This is an optimization exercise on Yosys and OpenROAD, whose aim is a short achievable clock period and few clock cycles, not a production implementation.
RTL that was checked went through simulation tests only; none was proved equivalent to the original.
For runs 4, 6 and 7, only the layout was checked, not whether the RTL still works.
Power is estimated from default activity; no workload was simulated.

`config.mk`:
```
export PLATFORM = sky130hd
export DESIGN_NAME = cpu
export DESIGN_NICKNAME = cpu
export VERILOG_FILES = /design/flow/design.v
export SDC_FILE = /design/flow/constraint.sdc
export NUM_CORES = 4
export LEC_CHECK = 0
export CAP_MARGIN = 20
export CORE_MARGIN = 2
export CORE_UTILIZATION = 55
export PLACE_DENSITY = 0.7
export SLEW_MARGIN = 20
export SYNTH_HIERARCHICAL = 1
```
`constraint.sdc`:
```
create_clock -name core_clock -period 13.0 [get_ports {clk}]
set_input_delay 2.6000 -clock core_clock [delete_from_list [all_inputs] [get_ports {clk}]]
set_output_delay 2.6000 -clock core_clock [all_outputs]
set_load 0.01 [all_outputs]
```
`design.v`:
```
module pcinc(input  [15:0] pc,
             output [15:0] pc2,
             output [10:0] hip, him);
  assign pc2 = pc + 16'd2;
  assign hip = pc[15:5] + 11'd1;
  assign him = pc[15:5] - 11'd1;
endmodule
module cmux #(parameter WIDTH = 11)
             (input              s,
              input  [WIDTH-1:0] d1, d0,
              output [WIDTH-1:0] y);
  assign y = s ? d1 : d0;
endmodule
module nsel #(parameter WIDTH = 11)
             (input              pt, c,
              input  [WIDTH-1:0] t1, t0, n,
              output [WIDTH-1:0] y);
  assign y = pt ? (c ? t1 : t0) : n;
endmodule
module bpred(input  [3:0] op,
             input        i11, i4,
             input  [2:0] rs, rd, xd,
             input        xk, xz,
             output       pt);
  wire fbr = (op[3:2] == 2'b10);
  wire fps = fbr & (i4 | op[0] | (~op[1] & i11));
  wire zc  = fbr & op[1] & (i11 | (rs == 3'd0));
  wire r0  = (rd == 3'd0);
  wire hx  = zc & ((xk & (rd == xd)) | r0);
  assign pt = hx ? (op[0] ^ (xz | r0)) : fps;
endmodule
module ao4 #(parameter WIDTH = 16)
            (input              s0, s1, s2, s3,
             input  [WIDTH-1:0] d0, d1, d2, d3,
             output [WIDTH-1:0] y);
  assign y = ({WIDTH{s0}} & d0) | ({WIDTH{s1}} & d1) | ({WIDTH{s2}} & d2) | ({WIDTH{s3}} & d3);
endmodule
module fdec(input  [3:0] op,
            output       sj, sr, sb, ss);
  assign sj = op[3] & op[2] & ~op[1];
  assign sr = op[3] & op[2] & op[1] & ~op[0];
  assign sb = op[3] & ~op[2];
  assign ss = ~op[3] | (op[3] & op[2] & op[1] & op[0]);
endmodule
module ksadd(input  [15:0] a, b,
             input         cin,
             output [15:0] s);
  wire [15:0] p = a ^ b;
  wire [15:0] g [0:4];
  wire [15:0] q [0:4];
  assign g[0] = (a & b) | {15'd0, p[0] & cin};
  assign q[0] = p;
  genvar l, k;
  generate
    for (l = 0; l < 4; l = l + 1) begin : lvl
      for (k = 0; k < 16; k = k + 1) begin : bitk
        if (k >= (1 << l)) begin : comb
          assign g[l+1][k] = g[l][k] | (q[l][k] & g[l][k - (1 << l)]);
          assign q[l+1][k] = q[l][k] & q[l][k - (1 << l)];
        end else begin : pass
          assign g[l+1][k] = g[l][k];
          assign q[l+1][k] = q[l][k];
        end
      end
    end
  endgenerate
  assign s = p ^ {g[4][14:0], cin};
endmodule
module kscarry(input  [15:0] a, b,
               input         cin,
               output        cout);
  wire [15:0] p = a ^ b;
  wire [15:0] g [0:4];
  wire [15:0] q [0:4];
  assign g[0] = (a & b) | {15'd0, p[0] & cin};
  assign q[0] = p;
  genvar l, k;
  generate
    for (l = 0; l < 4; l = l + 1) begin : lvl
      for (k = 0; k < 16; k = k + 1) begin : bitk
        if (k >= (1 << l)) begin : comb
          assign g[l+1][k] = g[l][k] | (q[l][k] & g[l][k - (1 << l)]);
          assign q[l+1][k] = q[l][k] & q[l][k - (1 << l)];
        end else begin : pass
          assign g[l+1][k] = g[l][k];
          assign q[l+1][k] = q[l][k];
        end
      end
    end
  endgenerate
  assign cout = g[4][15];
endmodule
module misl(input  eq, lt, m2, m1, m0, rw, st,
            output mis, sel);
  assign mis = (eq & m2) | (~eq & (lt ? m1 : m0)) | rw;
  assign sel = (eq & m2) | (~eq & (lt ? m1 : m0)) | rw | st;
endmodule
module dec8(input  [2:0] a,
            output [7:0] y);
  assign y = 8'd1 << a;
endmodule
module ksadd5(input  [4:0] a, b,
              output [4:0] s,
              output       co);
  wire [4:0] p = a ^ b;
  wire [4:0] g [0:3];
  wire [4:0] q [0:3];
  assign g[0] = a & b;
  assign q[0] = p;
  genvar l, k;
  generate
    for (l = 0; l < 3; l = l + 1) begin : lvl
      for (k = 0; k < 5; k = k + 1) begin : bitk
        if (k >= (1 << l)) begin : comb
          assign g[l+1][k] = g[l][k] | (q[l][k] & g[l][k - (1 << l)]);
          assign q[l+1][k] = q[l][k] & q[l][k - (1 << l)];
        end else begin : pass
          assign g[l+1][k] = g[l][k];
          assign q[l+1][k] = q[l][k];
        end
      end
    end
  endgenerate
  assign s  = p ^ {g[3][3:0], 1'b0};
  assign co = g[3][4];
endmodule
module cpu(input         clk, reset,
           input  [15:0] dataout, instruction,
           output        MemRd, MemWr,
           output [15:0] datain, instrAddr, dataAddr);
  reg [15:0] pc;           
  reg [15:0] ras;          
  reg        xv;           
  reg [7:1]  xao, xbo;     
  reg [7:0]  xsa, xsb;     
  reg [2:0]  xd;           
  reg        xwe;          
  reg        xand, xcall, xsub;  
  reg        ximm;         
  reg [15:0] xi;           
  reg        xld, xbyte, xsx, xst, xsv;
  reg [8:0]  xs9;          
  reg [2:0]  xtk;          
  reg        xbr;          
  reg        xret, xpt;    
  reg [15:0] xpc2, xbt;    
  reg [15:0] xrt;          
  reg        xla, xlb;     
  reg [15:0] mres, mdata;
  reg [15:0] maddr;        
  reg [7:1]  mwe;          
  reg [7:1]  mwl;          
  reg        mld, mbyte, msx, mwr;
  reg [15:0] r1, r2, r3, r4, r5, r6, r7;
  reg [15:0] xni;          
  reg        xzk;          
  wire [7:0]  xdo = 8'd1 << xd;
  wire [15:0] av = ({16{xsa[0]}} & mres) | ({16{xsa[1]}} & r1) | ({16{xsa[2]}} & r2) |
                   ({16{xsa[3]}} & r3)   | ({16{xsa[4]}} & r4) | ({16{xsa[5]}} & r5) |
                   ({16{xsa[6]}} & r6)   | ({16{xsa[7]}} & r7);
  wire [15:0] bv = ({16{xsb[0]}} & mres) | ({16{xsb[1]}} & r1) | ({16{xsb[2]}} & r2) |
                   ({16{xsb[3]}} & r3)   | ({16{xsb[4]}} & r4) | ({16{xsb[5]}} & r5) |
                   ({16{xsb[6]}} & r6)   | ({16{xsb[7]}} & r7);
  wire        st = xv & (xla | xlb);           
  wire        go = xv & ~st;                   
  wire [15:0] bop = ximm ? xi : bv;
  wire [15:0] sum, dif;
  ksadd adda(av, bop, 1'b0, sum);
  ksadd adds(av, ~bv, 1'b1, dif);
  wire [15:0] res = xcall ? xpc2 : xand ? (av & bop) : xsub ? dif : sum;
  wire        eq = (av == bv);
  wire        nlt;
  kscarry cmpc({~av[15], av[14:0]}, {bv[15], ~bv[14:0]}, 1'b1, nlt);
  wire        lt = ~nlt;
  wire [2:0]  xm  = {3{xbr}} & (xtk ^ {3{xpt}});    
  wire [2:0]  gm  = {3{go}} & xm;
  wire        mis, mis2;    
  wire        rw = go & xret & (av != xrt);
  wire        sel, sel2;
  misl ml(eq, lt, gm[2], gm[1], gm[0], rw, st, mis, sel);
  misl ml2(eq, lt, gm[2], gm[1], gm[0], rw, st, mis2, sel2);
  wire [15:0] redir = st ? pc : xret ? av : xpt ? xpc2 : xbt;
  wire [7:0]  xe  = {r7 == xni, r6 == xni, r5 == xni, r4 == xni, r3 == xni, r2 == xni, r1 == xni,
                     mres == xni};
  wire        xz  = |(xsa & xe);
  wire [15:0] i  = instruction;
  wire [3:0]  op = i[15:12];
  wire [15:0] pc2;
  wire [10:0] hip, him;
  pcinc pci(pc, pc2, hip, him);
  wire [5:0]  lo;
  ksadd5 loa(pc[4:0], i[4:0], lo[4:0], lo[5]);
  wire [5:0]  lob;    
  ksadd5 lob5(pc[4:0], i[4:0], lob[4:0], lob[5]);
  wire        c5 = lo[5];    
  wire [15:0] jt = {pc2[15:13], i[11:0], 1'b0};
  wire fbr  = (op[3:2] == 2'b10);
  wire fj   = (op[3:1] == 3'b110);
  wire fret = (op == 4'd14);
  wire [3:0] fpq;
  wire       fxk = xv & xwe & xzk;
  bpred bp0(op, i[11], i[4], i[7:5], i[10:8], xd, fxk, xz, fpq[0]);
  bpred bp1(op, i[11], i[4], i[7:5], i[10:8], xd, fxk, xz, fpq[1]);
  bpred bp2(op, i[11], i[4], i[7:5], i[10:8], xd, fxk, xz, fpq[2]);
  bpred bp3(op, i[11], i[4], i[7:5], i[10:8], xd, fxk, xz, fpq[3]);
  wire       fpt = fpq[0];
  wire [10:0] bt1 = i[4] ? pc[15:5] : hip;
  wire [10:0] bt0 = i[4] ? him : pc[15:5];
  wire [10:0] bth;
  cmux #(11) btm(lob[5], bt1, bt0, bth);
  wire [15:0] bt = {bth, lob[4:0]};
  wire        sj, sr, sb, ss;
  fdec fd0(op, sj, sr, sb, ss);
  wire [15:0] p1, p0, pn, t1, t0, tn, fn, pcd;
  ao4 #(16) a1(sj, sr, ss, sb, jt, ras, pc2, {bt1, lo[4:0]}, p1);    
  ao4 #(16) a0(sj, sr, ss, sb, jt, ras, pc2, {bt0, lo[4:0]}, p0);    
  ao4 #(16) an(sj, sr, ss, sb, jt, ras, pc2, pc2, pn);               
  assign t1 = p1;
  assign t0 = p0;
  assign tn = pn;
  nsel #(4) pcm3(fpq[3], c5, t1[15:12], t0[15:12], tn[15:12], fn[15:12]);
  nsel #(4) pcm2(fpq[2], c5, t1[11:8], t0[11:8], tn[11:8], fn[11:8]);
  nsel #(4) pcm1(fpq[1], c5, t1[7:4], t0[7:4], tn[7:4], fn[7:4]);
  nsel #(4) pcm0(fpq[0], c5, t1[3:0], t0[3:0], tn[3:0], fn[3:0]);
  cmux #(8) kmh(sel, redir[15:8], fn[15:8], pcd[15:8]);
  cmux #(8) kml(sel2, redir[7:0], fn[7:0], pcd[7:0]);
  reg [2:0] ftk;
  always @(*)
    case (op[1:0])
      2'd0: ftk = 3'b110;    
      2'd1: ftk = 3'b101;    
      2'd2: ftk = 3'b100;    
      default: ftk = 3'b011;  
    endcase
  wire fR    = ~op[3] & ~op[2] & ~(op[1] & op[0]);           
  wire fA75  = (~op[3] & (op[2] | (op[1] & op[0]))) | (fbr & ~i[11]);
  wire fA7   = fret;
  wire fA119 = (op == 4'd15);
  wire fB108 = (op == 4'd7) | fbr;
  wire [7:0] d86  = 8'd1 << i[8:6];
  wire [7:0] d75  = 8'd1 << i[7:5];
  wire [7:0] d119 = 8'd1 << i[11:9];
  wire [7:0] d53  = 8'd1 << i[5:3];
  wire [7:0] d108 = 8'd1 << i[10:8];
  wire [7:0] fao = ({8{fR}} & d86) | ({8{fA75}} & d75) | ({8{fA119}} & d119) | ({8{fA7}} & 8'h80);
  wire [7:0] fbo = ({8{fR}} & d53) | ({8{fB108}} & d108);
  wire [7:1] xwd = {7{xv & xwe}} & xdo[7:1];
  wire       xw  = xv & xwe;
  wire       e86 = (i[8:6] == xd), e75 = (i[7:5] == xd), e119 = (i[11:9] == xd);
  wire       e53 = (i[5:3] == xd), e108 = (i[10:8] == xd), e7 = (xd == 3'd7);
  wire       ffa = xw & ((fR & e86) | (fA75 & e75) | (fA119 & e119) | (fA7 & e7));
  wire       ffb = xw & ((fR & e53) | (fB108 & e108));
  wire [2:0] fd  = fR ? i[11:9] : (op == 4'd13) ? 3'd7 : i[10:8];
  wire       fwe = (fR | (~op[3] & (op[2] ^ (op[1] & op[0]))) | (op == 4'd13)) & (fd != 3'd0);
  wire       fimm = ~fR;
  wire       fld  = (op == 4'd5) | (op == 4'd6);
  wire       fst  = (op == 4'd7) | (op == 4'd15);
  wire       fsv  = (op == 4'd15);
  wire       fand = (op == 4'd0) | (op == 4'd4);
  wire       fsub = (op == 4'd2);
  wire [15:0] fi  = (op == 4'd15) ? 16'd0 : {{11{i[4] & (op != 4'd4)}}, i[4:0]};
  always @(posedge clk or posedge reset)
    if (reset) begin
      pc <= 16'd0;
      xv <= 1'b0;
    end else begin
      pc <= pcd;
      xv <= ~mis;       
    end
  always @(posedge clk)
    if (!st && op == 4'd13) ras <= pc2;
  always @(posedge clk)
    if (st) begin
      xsa <= {xao, 1'b0}; xsb <= {xbo, 1'b0}; xla <= 1'b0; xlb <= 1'b0;
    end else begin
      xao <= fao[7:1]; xbo <= fbo[7:1];
      xsa <= {fao[7:1] & ~xwd, ffa};
      xsb <= {fbo[7:1] & ~xwd, ffb};
      xla <= ffa & xld; xlb <= ffb & xld;
      xd <= fd; xwe <= fwe; xand <= fand; xsub <= fsub; xcall <= (op == 4'd13);
      ximm <= fimm; xi <= fi;
      xld <= fld; xbyte <= (op == 4'd6); xsx <= i[11]; xst <= fst; xsv <= fsv;
      xs9 <= i[8:0];
      xtk <= ftk; xbr <= fbr;
      xret <= fret; xpt <= fpt;
      xzk <= (op == 4'd3);
      xpc2 <= pc2; xbt <= bt; xrt <= ras;
    end
  always @(posedge clk or posedge reset)
    if (reset) begin
      mwe <= 7'd0; mld <= 1'b0; mwr <= 1'b0; mwl <= 7'd0;
    end else begin
      mwe <= (go & xwe) ? xdo[7:1] : 7'd0; mld <= go & xld; mwr <= go & xst;
      mwl <= (go & xwe & xld) ? xdo[7:1] : 7'd0;
    end
  always @(posedge clk)
    xni <= 16'd0 - fi;
  always @(posedge clk) begin
    mres  <= res;
    maddr <= sum;
    mdata <= xsv ? {{7{xs9[8]}}, xs9} : bv;
    mbyte <= xbyte;
    msx   <= xsx;
  end
  wire [15:0] ldv = mbyte ? {{8{msx & dataout[7]}}, dataout[7:0]} : dataout;
  always @(posedge clk) begin
    if (mwe[1]) r1 <= mwl[1] ? ldv : mres;
    if (mwe[2]) r2 <= mwl[2] ? ldv : mres;
    if (mwe[3]) r3 <= mwl[3] ? ldv : mres;
    if (mwe[4]) r4 <= mwl[4] ? ldv : mres;
    if (mwe[5]) r5 <= mwl[5] ? ldv : mres;
    if (mwe[6]) r6 <= mwl[6] ? ldv : mres;
    if (mwe[7]) r7 <= mwl[7] ? ldv : mres;
  end
  assign instrAddr = pc;
  assign dataAddr  = maddr;
  assign datain    = mdata;
  assign MemRd     = mld;
  assign MemWr     = mwr;
endmodule
```
`flow/run.sh`:
```
#!/bin/bash
# Own flow: the standard layout, with two changes to how it is made (the clock period
# and constraints are unchanged):
#  - the port buffers that buffer_ports inserts are plain buffers (buf_2), not whatever cell
#    it picks by default (a delay cell on this platform);
#  - repair_timing aims for more setup slack than the default.
set -euo pipefail
bash standard.sh SETUP_SLACK_MARGIN=9.4 'BUFFER_PORTS_ARGS=-buffer_cell sky130_fd_sc_hd__buf_2' finish > flow_standard.log 2>&1
```
`standard.sh`:
```
#!/bin/bash
# synth_recipe.tcl (not shown) runs the flow's synth.tcl, then flattens the netlist and writes it again
# the make line also repeats each setting of config.mk as NAME=value (left out here)
make -C /OpenROAD-flow-scripts/flow DESIGN_CONFIG=/design/flow/config.mk WORK_HOME=/design/flow/orfs CLKGATE_MAP_FILE= SYNTH_SCRIPT=/design/flow/synth_recipe.tcl "${@:-finish}"
```
==> metrics.cfg, run 1 <==
[pwr]
power_density_nw_per_um2=195
vdd.ir_drop.worst_mv=0.167
p_leak_uw=0.00986

[worst_setup_path]
critical_path_class=primary input to register
crit_buf_inv=2
crit_required_ns=13.44
crit_family=multiplexers
cp-start-kind=primary input
reg2regPathDepth=13
path_max_fanout=2
cp_slowest_stage_delay_ns=0.33
cp_cell_sequence=buf_12, ha_4, inv_2, fa_2, nand2b_4, a21oi_4, xor2_2, a22oi_2, nand2_1, mux2i_1, a21oi_1, mux2_4
worstSetupPathDepth=12
crit_path_end_kind=register
slowest_stage=fa_2
arrival_ns=4.37

[clock_network]
clock_sinks=340
htreeDepth=2
cts_tree=done
clk_pin_slew_ns=0.06
clkLatencyLatePin_ns=0.57
cts_buffers=39
clockRootBuffer=clkbuf_16
clock_path_buffers=3
cts_hold_buf=0

[global_route]
grtUsageMet3_pct=6.39
busiest_layer=met2
grt_overflow=0
grt_pass1_vias=17800
grt.total_usage_pct=35.6
grt_pass1_wl_um=112000
grt_max_degree=74
antenna_found_initial=2
use_met1_pct=49.0
grt_util_met2_pct=54.5

[die]
core_um2=40600
die_h_um=206
ios=84
num_rows=74
start_util_pct=55.4
die_width_um=206
die-area_um2=42500

[sta]
rsz0062_at_grt=yes
drv_slew=0
worstMarginPinSlew_ns=1.16
whs_ns=0.342
finalSetupViolCount=0
fin_crit_sh_pct=30.3
fin_crit_ns=3.94
timing.fmax_mhz=254
finalHoldViolations=0
tns_ns=0
fin_skew_ns=0.0206
slew_headroom_pct=22.5

[logic_synthesis]
yosys_warnings=10
syn_area_um2=22500
syn_avg_cell_area_um2=10.2
synthCells=2199

[finish]
multi_input_area_um2=12700
area_growth_pct=16.0
ff_latch_area_um2=9300
fin_nets=2389
layout_commonest_cell=edfxtp_1
antennaDiodeCount=0
layout_common_cells=225 x edfxtp_1, 209 x nor2_1, 158 x a22oi_1
layout-drive-gt1-share_pct=27.5
nFillCells=3128

[place]
place.gp.congestion=0.956
dpl.hpwl_um=50500
io_buffers=83

[routing]
drt_iter0_drc=2722
postRouteAntennaNets=0
drt-total-wl_um=76700
dr.pass1.iters=6
via_count=18800
routedWlPerCell_um=27.0
drc=0
vias_per_cell=6.61

[run]
maxCapViolCount=0

[run_status]
status=timing/DRC/antenna clean

[min_path]
hold_class=register to register
holdPathStages=0

layer usage:
layer  share of wire [%]  up-vias  routed length [um]
li1                    -     8288                   -
met1                  39     9007               30000
met2                  45     1268               34200
met3                  11      245                8820
met4                 4.8        0                3690
met5                   0        -                   0
state kept, by name (all words and copies together), names as in the netlist, 8 cells and up:
register / count
maddr: 16
mdata: 16
mres: 16
pc: 16
r1: 16
r2: 16
r3: 16
r4: 16
r5: 16
r6: 16
r7: 16
ras: 16
xbt: 16
xpc2: 16
xrt: 16
xni: 14
xs9: 9
xsa: 8
xsb: 8
stage by stage:
step | cells | power, uW | util (%) | setup slack, ns | area (um^2)
2_1_floorplan | 2203 | 3100 | - | 8.76 | 22800
3_3_place_gp | 2673 | 3550 | 56.8 | 7.80 | 23000
3_5_place_dp | 2674 | 3610 | 56.8 | 7.78 | 23000
4_1_cts | 2789 | 4920 | 62.0 | 9.18 | 25200
5_1_grt | 2844 | 5310 | 64.3 | 9.04 | 26100
6_report | 2844 | 5080 | 64.3 | 9.06 | 26100
power breakdown:
group          total, uW  internal, uW  switching [uW]
sequential          1710          1450             268
combinational       2210          1010            1190
clock               1160           690             466
total               5080          3150            1930
worst reg2reg max path: cells and delay by family, from the launching register on:
family / cells / cell delay [ns]
adders and majority gates: 1 / 0.46
DFF: 1 / 0.30
and+or+nand+nor: 4 / 1.05
buffers and inverters: 3 / 0.66
AOI/OAI and AO/OA: 3 / 0.62
muxes: 2 / 0.52
final timing paths:
check / startpoint / endpoint / slack [ns]
max: instruction[0] / pc[4]$_DFF_PP0_ / 9.06
min: xsx$_DFFE_PN_ / msx$_DFF_P_ / 0.34
max reg2reg: xsa[1]$_DFF_P_ / pc[8]$_DFF_PP0_ / 9.28
min reg2reg: xsx$_DFFE_PN_ / msx$_DFF_P_ / 0.34
max in group asynchronous: reset / pc[9]$_DFF_PP0_ / 10.40
min in group asynchronous: reset / mwe[6]$_DFF_PP0_ / 2.16
timing repair:
action / 4_1_cts / 5_1_grt
gates resized for setup: 120 / 90
setup buffers: 43 / 53
gates cloned: 1 / 2
endpoints found under the setup margin: 136 / 124
pin swaps: 19 / 44
layout make-up:
class | instances | area share [%]
clock buffer | 54 | 4.32
clock inverter | 17 | 0.777
inverter | 63 | 0.935
multi-input combinational | 1626 | 48.6
sequential | 340 | 35.6
tap | 532 | 2.55
timing repair buffer | 212 | 7.19
Testbench counts, summed over its fixed seeds: cycles 9,516.
==> run 2: changes to the inputs <==
--- a/flow/run.sh
+++ b/flow/run.sh
@@ -6,3 +6,3 @@
 #  - repair_timing aims for more setup slack than the default.
 set -euo pipefail
-bash standard.sh SETUP_SLACK_MARGIN=9.4 'BUFFER_PORTS_ARGS=-buffer_cell sky130_fd_sc_hd__buf_2' finish > flow_standard.log 2>&1
+bash standard.sh SETUP_SLACK_MARGIN=9.2 ADDER_MAP_FILE= 'BUFFER_PORTS_ARGS=-buffer_cell sky130_fd_sc_hd__buf_2' finish > flow_standard.log 2>&1
==> run 2 against run 1 <==
Compared with the run above: non-clock buffer count decreased by 48; highest routed layer unchanged; final cell count decreased by 0.77%; critical path depth decreased by 4; still clean; sequential cell count unchanged; worst hold slack improved by 0.0025 ns; register-to-register slack got worse by 0.12 ns; global-route usage decreased by 0.85 points; clock power decreased by 3%; die area increased by 0.13%.
==> metrics.cfg, run 2 <==
[pwr]
power.total_uw=4830  ; -4.8%
p_leak_uw=0.00894  ; -9.3%
power_density_nw_per_um2=195  ; +0.23%
vdd.ir_drop.worst_mv=0.133  ; -20%

[worst_setup_path]
arrival_ns=4.46  ; +0.09 ns
crit-reg2reg-capture=pc[11]$_DFF_PP0_
slowest_stage=maj3_4
cp-start-kind=primary input
reg2regPathDepth=12  ; -1
ff2ff_setup_slack_ns=9.16  ; -0.12 ns
r2r-start=mres[14]$_DFF_P_
cp_slowest_stage_delay_ns=0.45  ; +0.12 ns
crit_required_ns=13.45  ; about the same
cp_cell_sequence=buf_12, o211ai_4, a31oi_4, maj3_2, maj3_4, mux2i_1, a21oi_1, mux2_4
path_max_fanout=8  ; +6
crit_path_end_kind=register
critical_path_class=primary input to register
crit_path_start=instruction[1]
crit_end=pc[6]$_DFF_PP0_

[finish]
nFillCells=3349  ; +7.1%
layout-drive-gt1-share_pct=23.0  ; -4.4 points
fin_nets=2292  ; -4.1%
layout_common_cells=225 x edfxtp_1, 214 x nor2_1, 187 x xnor2_1
area_growth_pct=10.1
layout_commonest_cell=edfxtp_1
fin_area_um2=24800  ; -5.0%

[global_route]
grt_pass1_vias=17700  ; -0.38%
grt_max_degree=77  ; +4.1%
grt_overflow=0  ; unchanged
grt.total_usage_pct=34.7  ; -0.85 points
grt_pass1_wl_um=110000  ; -1.9%
antenna_found_initial=1  ; -1

[routing]
dr.pass1.iters=18  ; +12
routedWlPerCell_um=26.5  ; -1.8%
vias_per_cell=6.68  ; +1.1%
drt-total-wl_um=74700  ; -2.6%
via_count=18900  ; +0.27%
drc=0  ; unchanged
postRouteAntennaNets=0  ; unchanged
drt_iter0_drc=2344  ; -14%

[sta]
fin_crit_ns=4.00  ; +0.0653 ns
finalHoldViolations=0  ; unchanged
tns_ns=0  ; unchanged
whs_ns=0.345  ; +0.00253 ns
slew_headroom_pct=22.4  ; -0.075 points
worstMarginPinSlew_ns=1.16  ; +0.00112 ns
finalSetupViolCount=0  ; unchanged
layout_setup_ws_ns=9.00  ; -0.0653 ns
fin_crit_sh_pct=30.8  ; +0.50 points
timing.fmax_mhz=250  ; -1.6%
fin_skew_ns=0.0285  ; +0.00795 ns
rsz0062_at_grt=yes
drv_slew=0  ; unchanged

[run]
maxCapViolCount=0  ; unchanged

[clock_network]
htreeDepth=2  ; unchanged
cts_tree=done
clk_pin_slew_ns=0.06  ; about the same
clock_path_buffers=3  ; unchanged
clock_sinks=340  ; unchanged
cts_buffers=39  ; unchanged
clockRootBuffer=clkbuf_16
clkLatencyLatePin_ns=0.57  ; about the same

[min_path]
hold_class=register to register
min_from=xsx$_DFFE_PN_

[die]
core_um2=40600  ; +0.23%
die-area_um2=42600  ; +0.13%
die_width_um=206  ; about the same
ios=84  ; unchanged
num_rows=74  ; unchanged
die_h_um=206  ; about the same
start_util_pct=55.4  ; -0.055 points

[logic_synthesis]
syn_area_um2=22500  ; +0.13%
yosys_warnings=10  ; unchanged
synthCells=2240  ; +1.9%
syn_avg_cell_area_um2=10.0  ; -1.7%

[place]
dpl.hpwl_um=48400  ; -4.2%
placed_area_um2=22600  ; -1.9%
place.gp.congestion=0.987  ; +3.2%
io_buffers=83  ; unchanged
dp_slack_ns=8.04  ; +0.257 ns

[run_status]
status=timing/DRC/antenna clean

[run 2: cell types whose count changed in the layout (fill, tap and decap cells not counted), sizes merged, moves of 10 or more]
cell	previous run	this run
xor2	77	91
xnor2	150	187
nand2	137	147
inv	67	44
a31oi	22	38
ha	67	0
maj3	0	17
buf	208	162
[run 2: per-stage QoR]
step	std cells	utilization, %
floorplan	2246	-
global placement	2685	55.6
detailed placement	2685	55.6
CTS	2805	60.2
global route	2821	60.9
finish	2822	60.9
[run 2: layer usage]
| metal | GRT usage, % | part of all wire (%) | vias up |
|---|---|---|---|
| li1 | - | - | 8312 |
| met1 | 45.4 | 39 | 9059 |
| met2 | 55.4 | 45 | 1204 |
| met3 | 5.68 | 9.6 | 284 |
| met4 | 18.4 | 6.1 | 0 |
| met5 | 0 | 0 | - |
[run 2: worst max-delay path: cells and delay by family]
kind | cells | cell delay, ns
adder cells (fa/ha/maj) | 2 | 0.83
multiplexers | 2 | 0.49
AO/OA/AOI/OAI | 3 | 0.42
buffers and inverters | 1 | 0.11
[run 2: worst min path at each step]
| stage | endpoint | slack (ns) | cells after the start |
|---|---|---|---|
| detailed placement | msx$_DFF_P_ | 0.34 | 0 |
| CTS | msx$_DFF_P_ | 0.35 | 0 |
| finish | msx$_DFF_P_ | 0.34 | 0 |
| floorplan | mbyte$_DFF_P_ | 0.32 | 0 |
| global route | msx$_DFF_P_ | 0.35 | 0 |
| global placement | msx$_DFF_P_ | 0.33 | 0 |
[run 2: power by group]
part           internal, uW  total (uW)  switching [uW]
registers              1440        1710             263
clock network           646        1120             470
logic                   898        2010            1110
total                  2990        4830            1840
[run 2: repair_timing]
action	4_1_cts	5_1_grt
endpoints found under the hold margin	0	0
buffers inserted	44	15
pin swaps	17	13
hold buffers	0	0
endpoints found under the setup margin	70	71
gates cloned	4	0
resized for setup	67	44
[run 2: cell type report]
cell class              instances  area [um^2]  area share (%)
flip-flops and latches        340         9300            37.5
inverters                      43          161           0.652
well taps                     532          666            2.69
repair buffers                164         1160            4.67
multi-input cells            1670        12200            49.3
diodes                          1         2.50          0.0101
clock inverters                20          195           0.788
clock buffers                  52         1080            4.35
==> run 3: changes to the inputs <==
--- a/flow/run.sh
+++ b/flow/run.sh
@@ -6,3 +6,3 @@
 #  - repair_timing aims for more setup slack than the default.
 set -euo pipefail
-bash standard.sh SETUP_SLACK_MARGIN=9.2 ADDER_MAP_FILE= 'BUFFER_PORTS_ARGS=-buffer_cell sky130_fd_sc_hd__buf_2' finish > flow_standard.log 2>&1
+bash standard.sh SETUP_SLACK_MARGIN=9.2 'BUFFER_PORTS_ARGS=-buffer_cell sky130_fd_sc_hd__buf_2' finish > flow_standard.log 2>&1
==> run 3 against run 2 <==
Compared with the run above: still clean on timing, DRC and antenna; critical path depth up 4; register-to-register slack better by 0.04 ns; core utilization up 0.84 points; global-route usage up 0.54 points; die area down 0.13%; worst hold slack worse by 0.025 ns; clock-buffer cell count up 3; via count down 1.4%; critical path type unchanged.
==> metrics.cfg, run 3 <==
[routing]
dr.pass1.iters=8  ; -10
postRouteAntennaNets=0  ; unchanged
drt_iter0_drc=2218  ; -5.4%
routedWlPerCell_um=26.8  ; +1.3%
vias_per_cell=6.64  ; -0.65%
via_count=18600  ; -1.4%
drc=0  ; unchanged
drt-total-wl_um=75100  ; +0.51%

[global_route]
grt_overflow=0  ; unchanged
grt_pass1_vias=17800  ; +0.46%
grt.total_usage_pct=35.3  ; +0.54 points
grt_pass1_wl_um=111000  ; +1.1%
grt_max_degree=75  ; -2.6%
antenna_found_initial=4  ; +3

[die]
die_h_um=206  ; about the same
start_util_pct=55.4  ; +0.055 points
num_rows=74  ; unchanged
core_um2=40600  ; -0.23%
ios=84  ; unchanged
die-area_um2=42500  ; -0.13%
die_width_um=206  ; about the same

[clock_network]
clockRootBuffer=clkbuf_16
htreeDepth=2  ; unchanged
clk_pin_slew_ns=0.06  ; about the same
clkLatencyLatePin_ns=0.57  ; about the same
clock_path_buffers=3  ; unchanged
cts_buffers=39  ; unchanged
cts_tree=done
clock_sinks=340  ; unchanged

[sta]
layout_setup_ws_ns=9.12  ; +0.127 ns
drv_slew=0  ; unchanged
fin_skew_ns=0.0278  ; -0.000778 ns
finalHoldViolations=0  ; unchanged
rsz0062_at_grt=yes
slew_headroom_pct=21.4  ; -0.96 points
fin_crit_ns=3.88  ; -0.127 ns
timing.fmax_mhz=258  ; +3.3%
worstMarginPinSlew_ns=1.18  ; +0.0145 ns
finalSetupViolCount=0  ; unchanged
fin_crit_sh_pct=29.8  ; -0.98 points
tns_ns=0  ; unchanged

[place]
place.gp.congestion=0.984  ; -0.25%
io_buffers=83  ; unchanged
placed_area_um2=22900  ; +1.2%
dpl.hpwl_um=50400  ; +4.1%
dp_slack_ns=7.86  ; -0.174 ns

[worst_setup_path]
crit-reg2reg-capture=pc[14]$_DFF_PP0_
reg2regPathDepth=12  ; unchanged
path_max_fanout=2  ; -6
crit_path_end_kind=register
cp-start-kind=primary input
critical_path_class=primary input to register
crit_end=pc[4]$_DFF_PP0_
crit_path_start=instruction[0]
crit_required_ns=13.46  ; about the same
r2r-start=mres[12]$_DFF_P_
arrival_ns=4.33  ; -0.13 ns
ff2ff_setup_slack_ns=9.20  ; +0.04 ns

[finish]
area_growth_pct=11.5
fin_area_um2=25100  ; +1.1%
nFillCells=3288  ; -1.8%
layout_commonest_cell=edfxtp_1
layout-drive-gt1-share_pct=23.1  ; +0.12 points
layout_common_cells=225 x edfxtp_1, 213 x nor2_1, 163 x a22oi_1
fin_nets=2346  ; +2.4%

[run_status]
status=timing/DRC/antenna clean

[min_path]
hold_class=register to register

[pwr]
power_density_nw_per_um2=196  ; +0.66%
power.total_uw=4920  ; +1.8%
p_leak_uw=0.00944  ; +5.6%
vdd.ir_drop.worst_mv=0.149  ; +12%

[run]
maxCapViolCount=0  ; unchanged

[logic_synthesis]
syn_area_um2=22500  ; -0.13%
yosys_warnings=10  ; unchanged
synthCells=2199  ; -1.8%
syn_avg_cell_area_um2=10.2  ; +1.7%

## run 3: cell type report
cell class	instances	area [um^2]	share of cell area (%)
clock inverter	15	136	0.544
clock buffer	55	1130	4.50
timing repair buffer	167	1260	5.01
multi-input combinational	1628	12300	49.3
tap	532	666	2.66
sequential	340	9290	37.1
inverter	63	239	0.954
antenna	1	2.50	0.00999
## run 3: worst max-delay path: stages
cell	delay (ns)
buf_12	0.08
ha_4	0.12
inv_2	0.03
fa_2	0.35
nand2b_4	0.16
a21oi_4	0.17
xor2_4	0.11
a22oi_2	0.16
nand2_1	0.08
mux2i_1	0.12
a21oi_1	0.07
mux2_4	0.27
## run 3: worst min path at each step
stage | from | slack [ns] | to | cells after the start
after floorplan | xbyte$_DFFE_PN_ | 0.32 | mbyte$_DFF_P_ | 0
after global placement | xbyte$_DFFE_PN_ | 0.33 | mbyte$_DFF_P_ | 0
after detailed placement | xsx$_DFFE_PN_ | 0.33 | msx$_DFF_P_ | 0
after CTS | xbyte$_DFFE_PN_ | 0.33 | mbyte$_DFF_P_ | 0
after global routing | xbyte$_DFFE_PN_ | 0.33 | mbyte$_DFF_P_ | 0
final | xbyte$_DFFE_PN_ | 0.32 | mbyte$_DFF_P_ | 0
## run 3: per-stage QoR
| step | util (%) | instances | hold slack (ns) |
|---|---|---|---|
| floorplan | - | 2203 | 0.323 |
| global placement | 56.4 | 2668 | 0.325 |
| detailed placement | 56.4 | 2668 | 0.328 |
| CTS | 60.8 | 2765 | 0.327 |
| global route | 61.8 | 2801 | 0.333 |
| finish | 61.8 | 2801 | 0.319 |
## run 3: repair_timing
action,in CTS,in global routing
pin swaps,14,14
hold buffers,0,0
buffers inserted,23,33
setup endpoints to repair,88,60
gates cloned,4,0
gates resized for setup,87,24
## run 3: metal layers
layer / share of wire (%) / wire, um / track usage (%) / vias up
met5: 0.017 / 13 / 0 / -
met4: 5.3 / 3960 / 19.1 / 2
met3: 11 / 8130 / 6.70 / 247
met2: 44 / 33200 / 53.8 / 1185
met1: 40 / 29700 / 47.5 / 8969
li1: - / - / - / 8194
## run 3: power by group
| group | switching [uW] | internal [uW] | total, uW |
|---|---|---|---|
| sequential | 257 | 1440 | 1700 |
| clock | 458 | 646 | 1100 |
| combinational | 1170 | 946 | 2120 |
==> run 4: changes to the inputs <==
--- a/design.v
+++ b/design.v
@@ -144,5 +144,5 @@
   reg        xbr;          
   reg        xret, xpt;    
-  reg [15:0] xpc2, xbt;    
+  reg [15:0] xpc2, xpcb;   
   reg [15:0] xrt;          
   reg        xla, xlb;     
@@ -180,4 +180,6 @@
   misl ml(eq, lt, gm[2], gm[1], gm[0], rw, st, mis, sel);
   misl ml2(eq, lt, gm[2], gm[1], gm[0], rw, st, mis2, sel2);
+  wire [15:0] xbt;          
+  ksadd btx(xpcb, xi, 1'b0, xbt);
   wire [15:0] redir = st ? pc : xret ? av : xpt ? xpc2 : xbt;
   wire [7:0]  xe  = {r7 == xni, r6 == xni, r5 == xni, r4 == xni, r3 == xni, r2 == xni, r1 == xni,
@@ -191,6 +193,4 @@
   wire [5:0]  lo;
   ksadd5 loa(pc[4:0], i[4:0], lo[4:0], lo[5]);
-  wire [5:0]  lob;    
-  ksadd5 lob5(pc[4:0], i[4:0], lob[4:0], lob[5]);
   wire        c5 = lo[5];    
   wire [15:0] jt = {pc2[15:13], i[11:0], 1'b0};
@@ -207,7 +207,4 @@
   wire [10:0] bt1 = i[4] ? pc[15:5] : hip;
   wire [10:0] bt0 = i[4] ? him : pc[15:5];
-  wire [10:0] bth;
-  cmux #(11) btm(lob[5], bt1, bt0, bth);
-  wire [15:0] bt = {bth, lob[4:0]};
   wire        sj, sr, sb, ss;
   fdec fd0(op, sj, sr, sb, ss);
@@ -285,5 +282,5 @@
       xret <= fret; xpt <= fpt;
       xzk <= (op == 4'd3);
-      xpc2 <= pc2; xbt <= bt; xrt <= ras;
+      xpc2 <= pc2; xpcb <= pc; xrt <= ras;
     end
   always @(posedge clk or posedge reset)
==> run 4 against run 3 <==
Compared with the run above: critical path depth is the same; sequential share of layout area decreased by 0.62 points; clock power hardly changed; critical path type unchanged.
==> metrics.cfg, run 4 <==
[die]
die_h_um=208  ; +0.86%
num_rows=74  ; unchanged
die_width_um=208  ; +0.86%
start_util_pct=55.9  ; +0.46 points
die-area_um2=43200  ; +1.7%
ios=84  ; unchanged
core_um2=40900  ; +0.91%

[place]
io_buffers=83  ; unchanged
place.gp.congestion=1.00  ; +1.8%
dp_slack_ns=8.12  ; +0.256 ns
placed_cells=2737  ; +2.6%
dpl.hpwl_um=52700  ; +4.4%

[global_route]
antenna_found_initial=4  ; unchanged
grt_pass1_vias=18300  ; +2.7%
grt_pass1_wl_um=116000  ; +3.8%
grt.total_usage_pct=35.1  ; -0.20 points
grt_overflow=0  ; unchanged
grt_max_degree=82  ; +9.3%

[sta]
fin_crit_ns=3.85  ; -0.0247 ns
slew_headroom_pct=19.0  ; -2.4 points
fin_crit_sh_pct=29.6  ; -0.19 points
tns_ns=0  ; unchanged
timing.fmax_mhz=260  ; +0.64%
worstMarginPinSlew_ns=1.21  ; +0.0361 ns
finalHoldViolations=0  ; unchanged
fin_skew_ns=0.0342  ; +0.00638 ns
layout_setup_ws_ns=9.15  ; +0.0247 ns
whs_ns=0.342  ; +0.0225 ns
rsz0062_at_grt=yes
drv_slew=0  ; unchanged
finalSetupViolCount=0  ; unchanged

[pwr]
sequentialPowerShare_pct=33.1  ; -1.4 points
p_switching_uw=2080  ; +10%
p_int_uw=3080  ; +1.4%
vdd.ir_drop.worst_mv=0.121  ; -19%
p_leak_uw=0.00963  ; +2.0%
power_density_nw_per_um2=202  ; +3.1%
power.total_uw=5150  ; +4.7%
clkPwrFrac_pct=21.9  ; -0.5 points
switching_share_pct=40.3  ; +2.0 points
combPwrFrac_pct=45.0  ; +2.0 points

[clock_network]
htreeDepth=2  ; unchanged
clock_path_buffers=3  ; unchanged
clockRootBuffer=clkbuf_16
clock_sinks=340  ; unchanged
cts_tree=done
clk_pin_slew_ns=0.06  ; about the same
cts_buffers=39  ; unchanged
clkLatencyLatePin_ns=0.60  ; +0.03 ns

[finish]
layout_commonest_cell=edfxtp_1
antennaDiodeCount=0  ; -1
layout_common_cells=225 x edfxtp_1, 214 x nor2_1, 160 x a22oi_1
layout-drive-gt1-share_pct=22.0  ; -1.2 points
area_growth_pct=11.3
fin_nets=2414  ; +2.9%
final_cells=2860  ; +2.1%

[routing]
vias_per_cell=6.73  ; +1.3%
dr.pass1.iters=8  ; unchanged
routedWlPerCell_um=27.2  ; +1.5%
drt_iter0_drc=2589  ; +17%
via_count=19200  ; +3.5%
drc=0  ; unchanged
postRouteAntennaNets=0  ; unchanged
drt-total-wl_um=77800  ; +3.7%

[worst_setup_path]
crit_path_end_kind=register
critical_path_class=primary input to register
crit_required_ns=13.45  ; about the same
path_max_fanout=2  ; unchanged
arrival_ns=4.30  ; -0.03 ns
cp-start-kind=primary input

[logic_synthesis]
synthCells=2261  ; +2.8%
syn_area_um2=22900  ; +1.8%
syn_avg_cell_area_um2=10.1  ; -1.0%
yosys_warnings=10  ; unchanged

[min_path]
hold_class=register to register

[run_status]
status=timing/DRC/antenna clean

[run]
maxCapViolCount=0  ; unchanged

## run 4: power by group through the flow
stage / logic (uW) / registers (uW) / clock network [uW]
6_report: 2320 / 1700 / 1130
2_1_floorplan: 1610 / 1580 / 0
3_3_place_gp: 1970 / 1770 / 0
3_5_place_dp: 2010 / 1780 / 0
4_1_cts: 2230 / 1690 / 1140
5_1_grt: 2500 / 1720 / 1180
## run 4: layout make-up
cell class / instances / area, um^2
inverter: 63 / 239
fill: 3312 / 15500
clock buffer: 46 / 1020
clock inverter: 26 / 290
sequential: 340 / 9280
tap: 532 / 666
timing repair buffer: 160 / 1200
multi-input combinational: 1693 / 12800
## run 4: what timing repair did
item,in CTS,in global routing
pin swaps,16,18
endpoints found under the setup margin,73,40
endpoints found under the hold margin,0,0
resized for setup,83,39
cloned,4,0
hold buffers,0,0
buffers inserted,27,20
## run 4: layer usage
layer / up-vias / global-route usage (%) / part of all wire, %
met5: - / 0 / 0.044
met4: 6 / 15.3 / 4.7
met1: 9217 / 48.9 / 40
met3: 254 / 7.06 / 11
li1: 8463 / - / -
met2: 1302 / 53.1 / 44
## run 4: path summary, 6_finish.rpt
kind / start / endpoint / slack, ns / cells after the start
worst min register to register: xsx$_DFFE_PN_ / msx$_DFF_P_ / 0.34 / 0
worst max-delay path: instruction[0] / pc[4]$_DFF_PP0_ / 9.15 / 12
worst max register to register: mres[9]$_DFF_P_ / pc[13]$_DFF_PP0_ / 9.25 / 13
max in group asynchronous: reset / pc[9]$_DFF_PP0_ / 10.48 / 3
worst min-delay path: xsx$_DFFE_PN_ / msx$_DFF_P_ / 0.34 / 0
min in group asynchronous: reset / mwl[4]$_DFF_PP0_ / 2.10 / 3
## run 4: worst max-delay path, stage by stage
cell and delay, ns:
buf_12 0.07, ha_4 0.12, inv_2 0.03, fa_2 0.34
nand2b_4 0.16, a21oi_4 0.14, xor2_2 0.12, a22oi_2 0.13
nand2_1 0.07, mux2i_1 0.13, a21oi_1 0.09, mux2_4 0.29
## run 4: through the flow
| stage | util [%] | area [um^2] |
|---|---|---|
| floorplan | - | 23000 |
| global placement | 56.9 | 23300 |
| detailed placement | 56.9 | 23300 |
| CTS | 61.4 | 25100 |
| global route | 62.2 | 25500 |
| finish | 62.2 | 25500 |
==> run 5: changes to the inputs <==
--- a/design.v
+++ b/design.v
@@ -147,4 +147,5 @@
   reg [15:0] xrt;          
   reg        xla, xlb;     
+  reg        xls;          
   reg [15:0] mres, mdata;
   reg [15:0] maddr;        
@@ -155,4 +156,5 @@
   reg [15:0] xni;          
   reg        xzk;          
+  wire [15:0] ldv = mbyte ? {{8{msx & dataout[7]}}, dataout[7:0]} : dataout;
   wire [7:0]  xdo = 8'd1 << xd;
   wire [15:0] av = ({16{xsa[0]}} & mres) | ({16{xsa[1]}} & r1) | ({16{xsa[2]}} & r2) |
@@ -269,10 +271,10 @@
   always @(posedge clk)
     if (st) begin
-      xsa <= {xao, 1'b0}; xsb <= {xbo, 1'b0}; xla <= 1'b0; xlb <= 1'b0;
+      xsa <= {xao, 1'b0}; xsb <= {xbo, 1'b0}; xla <= 1'b0; xlb <= 1'b0; xls <= 1'b0;
     end else begin
       xao <= fao[7:1]; xbo <= fbo[7:1];
       xsa <= {fao[7:1] & ~xwd, ffa};
       xsb <= {fbo[7:1] & ~xwd, ffb};
-      xla <= ffa & xld; xlb <= ffb & xld;
+      xla <= ffa & xld; xlb <= ffb & xld & (op != 4'd7); xls <= ffb & xld & (op == 4'd7);
       xd <= fd; xwe <= fwe; xand <= fand; xsub <= fsub; xcall <= (op == 4'd13);
       ximm <= fimm; xi <= fi;
@@ -296,9 +298,8 @@
     mres  <= res;
     maddr <= sum;
-    mdata <= xsv ? {{7{xs9[8]}}, xs9} : bv;
+    mdata <= xsv ? {{7{xs9[8]}}, xs9} : xls ? ldv : bv;
     mbyte <= xbyte;
     msx   <= xsx;
   end
-  wire [15:0] ldv = mbyte ? {{8{msx & dataout[7]}}, dataout[7:0]} : dataout;
   always @(posedge clk) begin
     if (mwe[1]) r1 <= mwl[1] ? ldv : mres;
==> run 5 against run 4 <==
Compared with the run above: still clean on timing, DRC and antenna; maximum frequency grew 0.36%; core utilization grew 0.69 points; register-to-register slack gained 0.08 ns; first-iteration DRC count grew 7.0%; sequential power is essentially flat; sequential cell count grew 1; non-clock buffer count grew 31; clock skew shrank 0.014 ns; worst hold slack is essentially flat; die area grew 0.15%; largest cell class unchanged; largest power group unchanged.
==> metrics.cfg, run 5 <==
[place]
dpl.hpwl_um=53000  ; +0.74%
place.gp.congestion=1.02  ; +1.7%
io_buffers=83  ; unchanged
placed_area_um2=23200  ; -0.21%

[finish]
nFillCells=3340  ; +0.85%
layout-drive-gt1-share_pct=22.5  ; +0.57 points
fin_area_um2=25800  ; +1.3%
layout_commonest_cell=edfxtp_1
layout_common_cells=225 x edfxtp_1, 205 x nor2_1, 175 x a22oi_1
fin_nets=2468  ; +2.2%
area_growth_pct=12.6

[global_route]
grt_pass1_wl_um=114000  ; -1.4%
grt_pass1_vias=18000  ; -1.3%
grt_overflow=0  ; unchanged
antenna_found_initial=1  ; -3
grt_max_degree=69  ; -16%
grt.total_usage_pct=34.8  ; -0.25 points

[sta]
fin_crit_ns=3.84  ; -0.0139 ns
slew_headroom_pct=21.9  ; +2.9 points
finalHoldViolations=0  ; unchanged
timing.fmax_mhz=261  ; +0.36%
rsz0062_at_grt=yes
drv_slew=0  ; unchanged
worstMarginPinSlew_ns=1.17  ; -0.0428 ns
tns_ns=0  ; unchanged
fin_crit_sh_pct=29.5  ; -0.11 points
fin_skew_ns=0.0203  ; -0.0139 ns
finalSetupViolCount=0  ; unchanged

[worst_setup_path]
cp_slowest_stage_delay_ns=0.34  ; about the same
cp-start-kind=primary input
crit_buf_inv=2  ; unchanged
arrival_ns=4.28  ; -0.02 ns
slowest_stage=ha_1
crit_family=multiplexers
crit_required_ns=13.44  ; about the same
cp_cell_sequence=buf_4, ha_1, o211ai_1, a21oi_2, buf_12, mux2i_1, a21oi_1, mux2_4
ff2ff_setup_slack_ns=9.33  ; +0.08 ns
path_max_fanout=16  ; +14
crit_path_end_kind=register
critical_path_class=primary input to register

[pwr]
power_density_nw_per_um2=194  ; -4.3%
vdd.ir_drop.worst_mv=0.192  ; +58%
p_int_uw=3060  ; -0.51%
p_switching_uw=1930  ; -6.8%
combPwrFrac_pct=42.7  ; -2.3 points
sequentialPowerShare_pct=33.7  ; +0.6 points
switching_share_pct=38.7  ; -1.6 points
clkPwrFrac_pct=23.6  ; +1.7 points
p_leak_uw=0.00978  ; +1.6%

[die]
die-area_um2=43300  ; +0.15%
core_um2=41000  ; +0.23%
die_width_um=208  ; about the same
die_h_um=208  ; about the same
start_util_pct=55.9  ; about the same
ios=84  ; unchanged
num_rows=74  ; unchanged

[clock_network]
clockRootBuffer=clkbuf_16
clock_path_buffers=3  ; unchanged
clk_pin_slew_ns=0.06  ; about the same
clkLatencyLatePin_ns=0.57  ; -0.03 ns
clock_sinks=341  ; +0.29%
cts_tree=done
htreeDepth=2  ; unchanged
cts_buffers=38  ; -2.6%
cts_hold_buf=0  ; unchanged

[logic_synthesis]
synthCells=2284  ; +1.0%
syn_area_um2=22900  ; +0.16%
yosys_warnings=10  ; unchanged
syn_avg_cell_area_um2=10.0  ; -0.85%

[routing]
drt_iter0_drc=2770  ; +7.0%
dr.pass1.iters=8  ; unchanged
drc=0  ; unchanged
vias_per_cell=6.66  ; -1.1%
routedWlPerCell_um=26.7  ; -1.8%
postRouteAntennaNets=0  ; unchanged
drt-total-wl_um=77800  ; about the same
via_count=19400  ; +0.78%

[run_status]
status=timing/DRC/antenna clean

[min_path]
hold_class=register to register

[run]
maxCapViolCount=0  ; unchanged

-- run 5: layer usage --
| layer | track usage, % | vias up | part of all wire, % |
|---|---|---|---|
| li1 | - | 8619 | - |
| met1 | 48.4 | 9291 | 41 |
| met2 | 53.0 | 1269 | 44 |
| met3 | 7.00 | 211 | 11 |
| met4 | 15.2 | 2 | 3.8 |
| met5 | 0 | - | 0.017 |
-- run 5: per-stage QoR --
step                      hold WS, ns  worst slack, ns  utilization (%)  power, uW  std cells
after CTS                       0.344             9.12             61.4       4900       2857
after global placement          0.326             8.17             56.6       3550       2744
after global routing            0.350             9.09             62.9       5220       2912
final                           0.341             9.16             62.9       5000       2913
after detailed placement        0.329             8.10             56.7       3610       2745
after floorplan                 0.323             8.76                -       3070       2289
-- run 5: cell type report --
class / instances / area, um^2 / area share (%)
multi-input cells: 1715 / 12800 / 49.6
flip-flops and latches: 341 / 9330 / 36.1
repair buffers: 191 / 1400 / 5.42
clock buffers: 51 / 1120 / 4.35
well taps: 532 / 666 / 2.58
inverters: 64 / 243 / 0.941
clock inverters: 18 / 240 / 0.931
diodes: 1 / 2.50 / 0.00970
-- run 5: what timing repair did --
action	in CTS	in global routing
pin swaps	14	12
cloned	3	1
buffers inserted	40	53
gates resized for setup	84	42
endpoints found under the setup margin	80	36
-- run 5: power groups by stage --
stage	sequential, uW	combinational [uW]	clock [uW]
detailed placement	1770	1830	0
global placement	1770	1790	0
CTS	1680	2030	1180
floorplan	1570	1500	0
global route	1700	2310	1220
finish	1680	2130	1180
-- run 5: final timing paths --
path | startpoint | to | cells past startpoint
max in group asynchronous | reset | pc[7]$_DFF_PP0_ | 3
setup / recovery | instruction[3] | pc[7]$_DFF_PP0_ | 8
setup reg to reg | xsb[2]$_DFF_P_ | mres[11]$_DFF_P_ | 14
hold reg to reg | xbyte$_DFFE_PN_ | mbyte$_DFF_P_ | 0
min in group asynchronous | reset | mwl[6]$_DFF_PP0_ | 3
hold / removal | xbyte$_DFFE_PN_ | mbyte$_DFF_P_ | 0
Testbench counts of run 5, summed over its fixed seeds: cycles 9,499.
==> run 6: changes to the inputs <==
--- a/design.v
+++ b/design.v
@@ -100,28 +100,25 @@
   assign y = 8'd1 << a;
 endmodule
+module pg5(input  [4:0] a, b,
+           output [4:0] p, g);
+  assign p = a ^ b;
+  assign g = a & b;
+endmodule
+module pfx5(input  [4:0] p, g,
+            output [4:0] c);
+  wire [4:0] g1 = g  | (p  & {g[3:0],  1'b0});
+  wire [4:0] p1 = p  & {p[3:0],  1'b0};
+  wire [4:0] g2 = g1 | (p1 & {g1[2:0], 2'b0});
+  wire [4:0] p2 = p1 & {p1[2:0], 2'b0};
+  assign c = g2 | (p2 & {g2[0], 4'b0});
+endmodule
 module ksadd5(input  [4:0] a, b,
               output [4:0] s,
               output       co);
-  wire [4:0] p = a ^ b;
-  wire [4:0] g [0:3];
-  wire [4:0] q [0:3];
-  assign g[0] = a & b;
-  assign q[0] = p;
-  genvar l, k;
-  generate
-    for (l = 0; l < 3; l = l + 1) begin : lvl
-      for (k = 0; k < 5; k = k + 1) begin : bitk
-        if (k >= (1 << l)) begin : comb
-          assign g[l+1][k] = g[l][k] | (q[l][k] & g[l][k - (1 << l)]);
-          assign q[l+1][k] = q[l][k] & q[l][k - (1 << l)];
-        end else begin : pass
-          assign g[l+1][k] = g[l][k];
-          assign q[l+1][k] = q[l][k];
-        end
-      end
-    end
-  endgenerate
-  assign s  = p ^ {g[3][3:0], 1'b0};
-  assign co = g[3][4];
+  wire [4:0] p, g, c;
+  pg5 u_pg(a, b, p, g);
+  pfx5 u_c(p, g, c);
+  assign s  = p ^ {c[3:0], 1'b0};
+  assign co = c[4];
 endmodule
 module cpu(input         clk, reset,
==> run 6 against run 5 <==
Compared with the run above: register-to-register slack worse by 0.02 ns; design area is 1.1% lower; worst hold slack hardly changed; first-iteration DRC count is 4.2% higher; sequential cell count stayed put; clock power hardly changed; combinational power hardly changed; final cell count is 0.62% lower; still clean; largest power group unchanged; global-route usage is 0.071 points higher.
==> metrics.cfg, run 6 <==
[worst_setup_path]
slowest_stage=mux2_4
path_max_fanout=2  ; -14
cp_cell_sequence=buf_8, ha_4, a21o_1, a21o_1, a21o_1, xor2_2, a22oi_2, nand2_1, mux2i_1, a21oi_1, mux2_4
cpMostUsedCell=a21o_1
arrival_ns=4.29  ; about the same
crit_path_end_kind=register
crit_required_ns=13.45  ; about the same
crit_path_start=instruction[1]
r2r-start=xsb[6]$_DFF_P_
cp_slowest_stage_delay_ns=0.27  ; -0.07 ns
critical_path_class=primary input to register
cp-start-kind=primary input
crit_buf_inv=1  ; -1
crit_family=compound AO/OA/AOI/OAI gates

[die]
start_util_pct=55.8  ; -0.075 points
die_h_um=208  ; -0.18%
die-area_um2=43200  ; -0.35%
die_width_um=208  ; -0.18%
ios=84  ; unchanged
core_um2=40900  ; -0.23%
num_rows=74  ; unchanged

[place]
dpl.hpwl_um=52900  ; -0.26%
place.gp.congestion=0.996  ; -2.2%
placed_cells=2756  ; +0.40%
io_buffers=83  ; unchanged

[clock_network]
clkLatencyLatePin_ns=0.57  ; about the same
clock_path_buffers=3  ; unchanged
clk_pin_slew_ns=0.06  ; about the same
cts_hold_buf=0  ; unchanged
clockRootBuffer=clkbuf_16
clock_sinks=341  ; unchanged
cts_buffers=39  ; +2.6%
cts_tree=done
htreeDepth=2  ; unchanged

[sta]
finalSetupViolCount=0  ; unchanged
timing.fmax_mhz=260  ; -0.13%
worstMarginPinSlew_ns=1.19  ; +0.0214 ns
fin_skew_ns=0.0127  ; -0.00760 ns
finalHoldViolations=0  ; unchanged
slew_headroom_pct=20.4  ; -1.4 points
drv_slew=0  ; unchanged
tns_ns=0  ; unchanged
fin_crit_sh_pct=29.6  ; +0.039 points
rsz0062_at_grt=yes
fin_crit_ns=3.84  ; +0.00508 ns

[routing]
postRouteAntennaNets=0  ; unchanged
drt_iter0_drc=2886  ; +4.2%
drc=0  ; unchanged
vias_per_cell=6.73  ; +1.0%
via_count=19500  ; +0.42%
routedWlPerCell_um=26.8  ; +0.43%
drt-total-wl_um=77700  ; -0.19%
dr.pass1.iters=8  ; unchanged

[logic_synthesis]
yosys_warnings=9  ; -1
syn_avg_cell_area_um2=10.0  ; -0.19%
synthCells=2280  ; -0.18%
syn_area_um2=22800  ; -0.36%

[global_route]
use_met1_pct=49.2  ; +0.87 points
grt.total_usage_pct=34.9  ; +0.071 points
grt_max_degree=82  ; +19%
grt_util_met2_pct=52.3  ; -0.61 points
grt_pass1_vias=18100  ; +0.31%
grtUsageMet3_pct=6.93  ; -0.075 points
grt_pass1_wl_um=114000  ; +0.22%
antenna_found_initial=2  ; +1
busiest_layer=met2
grt_overflow=0  ; unchanged

[pwr]
p_leak_uw=0.00969  ; -1.0%
vdd.ir_drop.worst_mv=0.121  ; -37%
power_density_nw_per_um2=194  ; +0.38%

[min_path]
min_from=xbyte$_DFFE_PN_
hold_class=register to register

[run_status]
status=timing/DRC/antenna clean

[finish]
layout_commonest_cell=edfxtp_1
fin_nets=2448  ; -0.81%
antennaDiodeCount=0  ; -1
area_growth_pct=11.8
postLayoutCoreUtil_pct=62.3  ; -0.57 points
final_cells=2895  ; -0.62%
layout-drive-gt1-share_pct=20.9  ; -1.6 points
layout_common_cells=225 x edfxtp_1, 202 x nor2_1, 173 x a22oi_1

[run]
maxCapViolCount=0  ; unchanged

[run 6: cell type report]
type                    count  area, um^2
multi-input cells        1714       12700
fillers                  3314       15400
inverters                  59         221
repair buffers            177        1280
well taps                 532         666
flip-flops and latches    341        9280
clock buffers              50        1090
clock inverters            22         231
[run 6: routing by layer]
layer	share of wire [%]	up-vias	routed length (um)
met3	12	253	8980
met2	43	1311	33600
met5	0.017	-	13
met1	40	9342	31200
li1	-	8566	-
met4	5.0	2	3860
[run 6: report_power, final]
part | internal (uW) | switching, uW
Sequential | 1430 | 244
Clock | 663 | 485
Combinational | 921 | 1220
[run 6: timing repair]
item,4_1_cts,5_1_grt
resized for setup,67,42
pin swaps,17,19
cloned,3,0
setup buffers,36,26
setup endpoints to repair,72,36
[run 6: per-stage QoR]
stage | area [um^2] | worst slack (ns) | power, uW | hold WS (ns)
after floorplan | 23000 | 8.78 | 3060 | 0.323
after CTS | 25100 | 9.10 | 4860 | 0.343
after global routing | 25500 | 9.10 | 5180 | 0.349
final | 25500 | 9.16 | 4960 | 0.341
after detailed placement | 23200 | 7.71 | 3590 | 0.329
after global placement | 23200 | 7.77 | 3540 | 0.330
[run 6: path summary, 6_finish.rpt]
check,to,slack (ns),cells after the start
min,mbyte$_DFF_P_,0.34,0
max reg2reg,mres[10]$_DFF_P_,9.31,17
max,pc[4]$_DFF_PP0_,9.16,11
min reg2reg,mbyte$_DFF_P_,0.34,0
min in group asynchronous,mwe[6]$_DFF_PP0_,2.14,3
max in group asynchronous,pc[8]$_DFF_PP0_,10.46,3
==> run 7: changes to the inputs <==
--- a/design.v
+++ b/design.v
@@ -192,4 +192,8 @@
   wire [5:0]  lo;
   ksadd5 loa(pc[4:0], i[4:0], lo[4:0], lo[5]);
+  wire [4:0]  lod1, lod2;
+  wire        c5b, c5c;
+  ksadd5 loa1(pc[4:0], i[4:0], lod1, c5b);
+  ksadd5 loa2(pc[4:0], i[4:0], lod2, c5c);
   wire        c5 = lo[5];    
   wire [15:0] jt = {pc2[15:13], i[11:0], 1'b0};
@@ -216,6 +220,6 @@
   assign tn = pn;
   nsel #(4) pcm3(fpq[3], c5, t1[15:12], t0[15:12], tn[15:12], fn[15:12]);
-  nsel #(4) pcm2(fpq[2], c5, t1[11:8], t0[11:8], tn[11:8], fn[11:8]);
-  nsel #(4) pcm1(fpq[1], c5, t1[7:4], t0[7:4], tn[7:4], fn[7:4]);
+  nsel #(4) pcm2(fpq[2], c5b, t1[11:8], t0[11:8], tn[11:8], fn[11:8]);
+  nsel #(4) pcm1(fpq[1], c5c, t1[7:4], t0[7:4], tn[7:4], fn[7:4]);
   nsel #(4) pcm0(fpq[0], c5, t1[3:0], t0[3:0], tn[3:0], fn[3:0]);
   cmux #(8) kmh(sel, redir[15:8], fn[15:8], pcd[15:8]);
==> run 7 against run 6 <==
Compared with the run above: still clean on timing, DRC and antenna; core utilization rose by 0.40 points; critical path depth did not move; worst hold slack got worse by 0.0019 ns; non-clock buffer count rose by 11; via count rose by 1.5%; final cell count rose by 1.1%; combinational power rose by 2%; maximum frequency fell by 2.2%; largest cell class unchanged; highest routed layer unchanged.
==> metrics.cfg, run 7 <==
[die]
num_rows=74  ; unchanged
core_um2=41100  ; +0.45%
start_util_pct=56.0  ; +0.21 points
die-area_um2=43500  ; +0.81%
ios=84  ; unchanged
die_width_um=209  ; +0.40%
die_h_um=209  ; +0.40%

[finish]
ff_latch_area_um2=9300  ; +0.16%
fin_area_um2=25800  ; +1.1%
fin_nets=2488  ; +1.6%
multi_input_area_um2=12900  ; +1.5%
layout_commonest_cell=edfxtp_1
postLayoutCoreUtil_pct=62.7  ; +0.40 points
layout_common_cells=225 x edfxtp_1, 203 x nor2_1, 173 x a22oi_1
layout-drive-gt1-share_pct=21.1  ; +0.23 points
area_growth_pct=12.1
nFillCells=3328  ; +0.42%
final_cells=2927  ; +1.1%

[sta]
finalSetupViolCount=0  ; unchanged
slew_headroom_pct=20.0  ; -0.45 points
worstMarginPinSlew_ns=1.20  ; +0.00668 ns
fin_crit_sh_pct=30.2  ; +0.66 points
fin_skew_ns=0.0241  ; +0.0114 ns
drv_slew=0  ; unchanged
whs_ns=0.339  ; -0.00194 ns
timing.fmax_mhz=255  ; -2.2%
rsz0062_at_grt=yes
fin_crit_ns=3.93  ; +0.0854 ns
finalHoldViolations=0  ; unchanged
tns_ns=0  ; unchanged

[worst_setup_path]
arrival_ns=4.40  ; +0.11 ns
crit_required_ns=13.47  ; +0.02 ns
crit_family=compound AO/OA/AOI/OAI gates
cp-start-kind=primary input
crit-reg2reg-capture=mres[10]$_DFF_P_
ff2ff_setup_slack_ns=9.25  ; -0.06 ns
crit_buf_inv=2  ; +1
crit_path_end_kind=register
worstSetupPathDepth=11  ; unchanged
crit_path_start=instruction[1]
path_max_fanout=4  ; +2
slowest_stage=mux2_4
r2r-start=xsb[1]$_DFF_P_
cp_slowest_stage_delay_ns=0.28  ; about the same
cpMostUsedCell=a21o_1
critical_path_class=primary input to register
reg2regPathDepth=15  ; -2
cp_cell_sequence=buf_12, ha_4, a21o_1, a21o_1, buf_6, xor2_4, a22oi_1, nand2_1, mux2i_1, a21oi_1, mux2_4

[routing]
drt_iter0_drc=2743  ; -5.0%
drc=0  ; unchanged
via_count=19800  ; +1.5%
routedWlPerCell_um=27.6  ; +2.7%
drt-total-wl_um=80700  ; +3.9%
postRouteAntennaNets=0  ; unchanged
dr.pass1.iters=8  ; unchanged
vias_per_cell=6.75  ; +0.40%

[pwr]
vdd.ir_drop.worst_mv=0.129  ; +6.7%
p_leak_uw=0.00988  ; +2.0%
power_density_nw_per_um2=193  ; -0.81%

[min_path]
min_from=xbyte$_DFFE_PN_
holdPathStages=0  ; unchanged
hold_class=register to register
hold_end=mbyte$_DFF_P_

[clock_network]
htreeDepth=2  ; unchanged
cts_buffers=40  ; +2.6%
clk_pin_slew_ns=0.06  ; about the same
clkLatencyLatePin_ns=0.59  ; +0.02 ns
clockRootBuffer=clkbuf_16
clock_path_buffers=3  ; unchanged
cts_tree=done
clock_sinks=341  ; unchanged

[place]
placed_area_um2=23500  ; +0.96%
io_buffers=83  ; unchanged
dpl.hpwl_um=53900  ; +2.0%
place.gp.congestion=0.981  ; -1.6%
placed_cells=2776  ; +0.73%

[run_status]
status=timing/DRC/antenna clean

[logic_synthesis]
syn_area_um2=23000  ; +0.82%
syn_avg_cell_area_um2=10.0  ; about the same
synthCells=2298  ; +0.79%
yosys_warnings=9  ; unchanged

[run]
maxCapViolCount=0  ; unchanged

[global_route]
grt_overflow=0  ; unchanged
grt.total_usage_pct=36.3  ; +1.4 points
grt_pass1_wl_um=118000  ; +3.6%
grt_pass1_vias=18500  ; +2.5%
antenna_found_initial=2  ; unchanged
grt_max_degree=62  ; -24%

## run 7: cell types whose count changed in the layout (fill, tap and decap cells not counted), sizes merged
cell	change
a21o	+6
a31o	+2
buf	+7
bufbuf	+1
bufinv	-2
clkbuf	+8
clkinv	+1
clkinvlp	-2
diode	+1
ha	+10
## run 7: power breakdown
| group | total (uW) | internal, uW | switching [uW] |
|---|---|---|---|
| combinational | 2180 | 937 | 1240 |
| sequential | 1680 | 1430 | 256 |
| clock | 1110 | 618 | 489 |
## run 7: what timing repair did
item / CTS / global route
setup buffers: 29 / 42
endpoints found under the setup margin: 66 / 35
hold buffers: 0 / 0
cloned: 4 / 0
pin swaps: 7 / 26
gates resized for setup: 81 / 38
## run 7: per-stage QoR
stage | total power [uW] | worst slack [ns]
finish | 4970 | 9.07
global route | 5200 | 9.02
CTS | 4860 | 9.14
detailed placement | 3630 | 8.14
global placement | 3590 | 8.18
floorplan | 3080 | 8.78
## run 7: layout make-up
cell class                 instances  area share (%)
multi-input combinational       1732            50.1
sequential                       341            36.0
timing repair buffer             188            5.44
clock buffer                      55            4.22
tap                              532            2.58
inverter                          59           0.859
clock inverter                    19           0.737
antenna                            1         0.00970
## run 7: how the worst max path moves through the flow
stage,to,slack [ns]
6_report,pc[3]$_DFF_PP0_,9.07
5_1_grt,pc[3]$_DFF_PP0_,9.02
4_1_cts,pc[4]$_DFF_PP0_,9.14
3_5_place_dp,pc[10]$_DFF_PP0_,8.14
3_3_place_gp,pc[12]$_DFF_PP0_,8.18
2_1_floorplan,pc[4]$_DFF_PP0_,8.78
## run 7: layer usage
metal / part of all wire (%) / global-route usage (%) / wire [um]
met1: 40 / 49.8 / 32200
met2: 44 / 55.8 / 35800
met3: 11 / 6.87 / 8920
met4: 4.6 / 16.4 / 3740
met5: 0.033 / 0 / 27

[static timing again, ports no longer ideal]
The results above use ideal ports. As a check the final layouts listed here were re-extracted and re-timed, cells and wires unchanged. Step 1 (the two cells are an assumption about what drives the block):
set clk [get_ports {clk}]
set_driving_cell -lib_cell sky130_fd_sc_hd__clkbuf_16 $clk
set_driving_cell -lib_cell sky130_fd_sc_hd__buf_2 [delete_from_list [all_inputs] $clk]
Step 2, shift: input delay + t, output delay - t, t = (earliest + latest rising clock arrival at the registers) / 2. This alone moves slack from input paths to output paths. Slacks: ideal ports / drivers / drivers and shift; pairs: ideal ports / drivers.
run	t, ns	setup WS [ns]	latest minus earliest clock arrival (ns)	worst register clock-pin slew, ns	worst slew at a driven data input, ns
run 1	0.617	9.061 / 9.057 / 8.439	0.023 / 0.023	0.07 / 0.07	0.12
run 2	0.623	8.996 / 9.013 / 8.390	0.030 / 0.030	0.06 / 0.06	0.07
run 3	0.620	9.123 / 9.117 / 8.497	0.028 / 0.028	0.06 / 0.06	0.06
run 4	0.633	9.148 / 9.138 / 8.510	0.037 / 0.037	0.07 / 0.07	0.06
run 5	0.613	9.161 / 9.137 / 8.540	0.020 / 0.021	0.07 / 0.07	0.06
run 6	0.625	9.156 / 9.129 / 8.547	0.013 / 0.014	0.07 / 0.07	0.06
run 7	0.635	9.071 / 9.076 / 8.441	0.025 / 0.024	0.07 / 0.07	0.12
After both steps every run listed still meets setup and hold. The setup slack of run 4, which loses most, moves by -0.010 ns with the drivers and by -0.638 ns with both steps.
